From an optimization exercise on the open Yosys and OpenROAD flow, aimed at small area and a short achievable clock period; shortcuts taken in it are not production practice.
At most, simulation tests tie the RTL to the original design; equivalence was not proved.

run H:
==> flow/design.v (excerpt) <==
module axis_hdr_insert_top (
	input          clk,
	input          rst_n,
	input          valid_in,
	input  [127:0] data_in,
	input  [15:0]  keep_in,
	input          last_in,
	output         ready_in,
	output         valid_out,
	output [127:0] data_out,
	output [15:0]  keep_out,
	output         last_out,
	input          ready_out,
	input          valid_insert,
	input  [127:0] data_insert,
	input  [15:0]  keep_insert,
	input  [3:0]   byte_insert_cnt,
	output         ready_insert
);
For scale: roughly 2,300 cells after synthesis, about 450 I/O pins, about 23,000 sq um of cells after synthesis.
export LEC_CHECK = 0
export CAP_MARGIN = 20
export CORE_MARGIN = 2
export CORE_UTILIZATION = 40
export CTS_BUF_LIST = sky130_fd_sc_hd__clkbuf_8
export SETUP_SLACK_MARGIN = 4.3
export SLEW_MARGIN = 20
create_clock -name core_clock -period 7.0 [get_ports {clk}]
standard.sh (not shown) runs the stock make flow with config.mk's settings and CLKGATE_MAP_FILE= SYNTH_SCRIPT=/design/flow/synth_recipe.tcl, a recipe that flattens the netlist after the stock synthesis.
==> flow/flow/run.sh <==
#!/bin/bash
# Standard ORFS layout (the standard.sh), except that the port buffers that
# global placement inserts on every input and output use a plain buffer cell.
set -euo pipefail
bash standard.sh "BUFFER_PORTS_ARGS=-buffer_cell sky130_fd_sc_hd__buf_2" finish > standard.log 2>&1
### run H -> run M
diff --git a/flow/design.v b/flow/design.v
--- a/flow/design.v
+++ b/flow/design.v
@@ -70,15 +70,14 @@
 localparam SW = $clog2(NB + 1);         
 reg				r_busy;          
 reg				r_in_active1;
 reg				r_in_active2;
 reg				r_valid_out;
 reg				r_last_out;
 reg	[2:0]		r_cnt;           
-reg	[NB-2:0]	r_ohdr;          
 reg				r_rot8;          
 reg	[NB-1:0]	r_thdr;          
 reg	[DATA_WD-1:0]		r_data;
 reg	[DATA_WD-1:0]		r_data1;
 reg	[NB-1:0]	r_keep;
 reg	[NB-1:0]	r_keep1;
 reg	[DATA_WD-1:0]		r_data_out;
@@ -245,35 +244,34 @@
 	end
 end
 always @(posedge clk) begin
 	if (w_flag)
 		r_cnt <= 3'd0;
 	else
 		r_cnt <= r_cnt + 3'd1;
-	if (w_insert_active) begin
-		r_thdr <= w_srt;
-		r_ohdr <= w_srt[NB-2:0] & ~w_srt[NB-1:1];
-		r_rot8 <= w_srt[7] & ~w_srt[15];
-	end
+	r_thdr <= ({NB{w_insert_active}} & w_srt) | ({NB{r_busy}} & r_thdr) |
+	          ({NB{~valid_insert}} & r_thdr);
+	r_rot8 <= (w_insert_active & w_srt[7] & ~w_srt[15]) | (r_busy & r_rot8) |
+	          (~valid_insert & r_rot8);
 	r_data <= ({DATA_WD{w_insert_active}} & data_insert) |
 	          ({DATA_WD{w_in_active}} & data_in) |
 	          ({DATA_WD{w_hold}} & r_data);
 	r_keep <= ({NB{w_insert_active}} & keep_insert) |
 	          ({NB{w_in_active}} & keep_in) |
 	          ({NB{w_hold}} & r_keep);
 	r_data1 <= r_data;
 	r_keep1 <= r_keep;
 end
 wire [NB:1] w_t = r_thdr;        
 wire [3:0]  w_rot;               
 assign w_rot[3] = r_rot8;
-wire [15:1] w_oh = r_ohdr;       
-assign w_rot[2] = w_oh[4] | w_oh[5] | w_oh[6] | w_oh[7] | w_oh[12] | w_oh[13] | w_oh[14] | w_oh[15];
-assign w_rot[1] = w_oh[2] | w_oh[3] | w_oh[6] | w_oh[7] | w_oh[10] | w_oh[11] | w_oh[14] | w_oh[15];
-assign w_rot[0] = w_oh[1] | w_oh[3] | w_oh[5] | w_oh[7] | w_oh[9] | w_oh[11] | w_oh[13] | w_oh[15];
+assign w_rot[2] = (w_t[4] & ~w_t[8]) | (w_t[12] & ~w_t[16]);
+assign w_rot[1] = (w_t[2] & ~w_t[4]) | (w_t[6] & ~w_t[8]) | (w_t[10] & ~w_t[12]) | (w_t[14] & ~w_t[16]);
+assign w_rot[0] = (w_t[1] & ~w_t[2]) | (w_t[3] & ~w_t[4]) | (w_t[5] & ~w_t[6]) | (w_t[7] & ~w_t[8]) |
+                  (w_t[9] & ~w_t[10]) | (w_t[11] & ~w_t[12]) | (w_t[13] & ~w_t[14]) | (w_t[15] & ~w_t[16]);
 reg [DATA_WD-1:0] w_mix, w_r8, w_r4, w_r2, w_shift;
 reg [NB-1:0]      w_kmix, w_k8, w_k4, w_k2, w_kshift;
 integer j;
 always @* begin
 	for (j = 0; j < NB; j = j + 1) begin
 		w_mix[8*j +: 8] = w_t[j+1] ? r_data1[8*j +: 8] : r_data[8*j +: 8];
 		w_kmix[j]       = w_t[j+1] & r_keep1[j];
Findings:
Diff run H and run M: number of signal-net buffers in the layout lower in run M. Flop count, run H -> run M: decreased. Lower overall track demand over capacity in global routing goes to run H over run M. Looking at fill cell instance count of the final layout, run M sits 232 below run H. Going from run H to run M, total wire length went down by about 2.2%; final design instance area without fill went down by 1400 sq um; synthesis-to-layout area growth went down by 4.3 points; HPWL after detailed placement went down by about 3.4%; number of different library cells in the post-synthesis netlist went down by 2. Measured against each other, run H and run M differ in worst setup slack, the lower figure coming from run H. The critical path startpoint comes out u_core.r_thdr[4]$_DFF_P_ in one run and keep_insert[6] in the other, namely in run M and run H respectively. Comparing run H and run M, the higher sequential share of layout area is on run H. Per the comparison of run M with run H, relative max-transition margin now sits lower; number of multi-input logic gates now sits lower.
Only the layout flow was run in run H; the RTL was not checked for function there.

==> static timing again, ports no longer ideal <==
In the flow no input, the clock included, has a driving cell. The finished layouts below were timed again as built, in two steps. Step 1 assumes that a clkbuf_16 drives the clock port and a buf_2 every other input. Step 2, shift: input delay + t, output delay - t, t = (earliest + latest rising clock arrival at the registers) / 2. This alone moves slack from input paths to output paths. Slacks: no drivers / after step 1 / after step 2; pairs: no drivers / after step 1.
| run | t, ns | slack for setup (ns) | worst setup path at the end | worst slew at a driven data input, ns |
|---|---|---|---|---|
| run H | 0.708 | 4.228 / 4.240 / 3.533 | input to register | 0.06 |
| run M | 0.718 | 4.279 / 4.253 / 3.715 | input to register | 0.05 |
After both steps every run listed still meets setup and hold. The setup slack of run H, which loses most, moves by +0.012 ns with the drivers and by -0.695 ns with both steps.
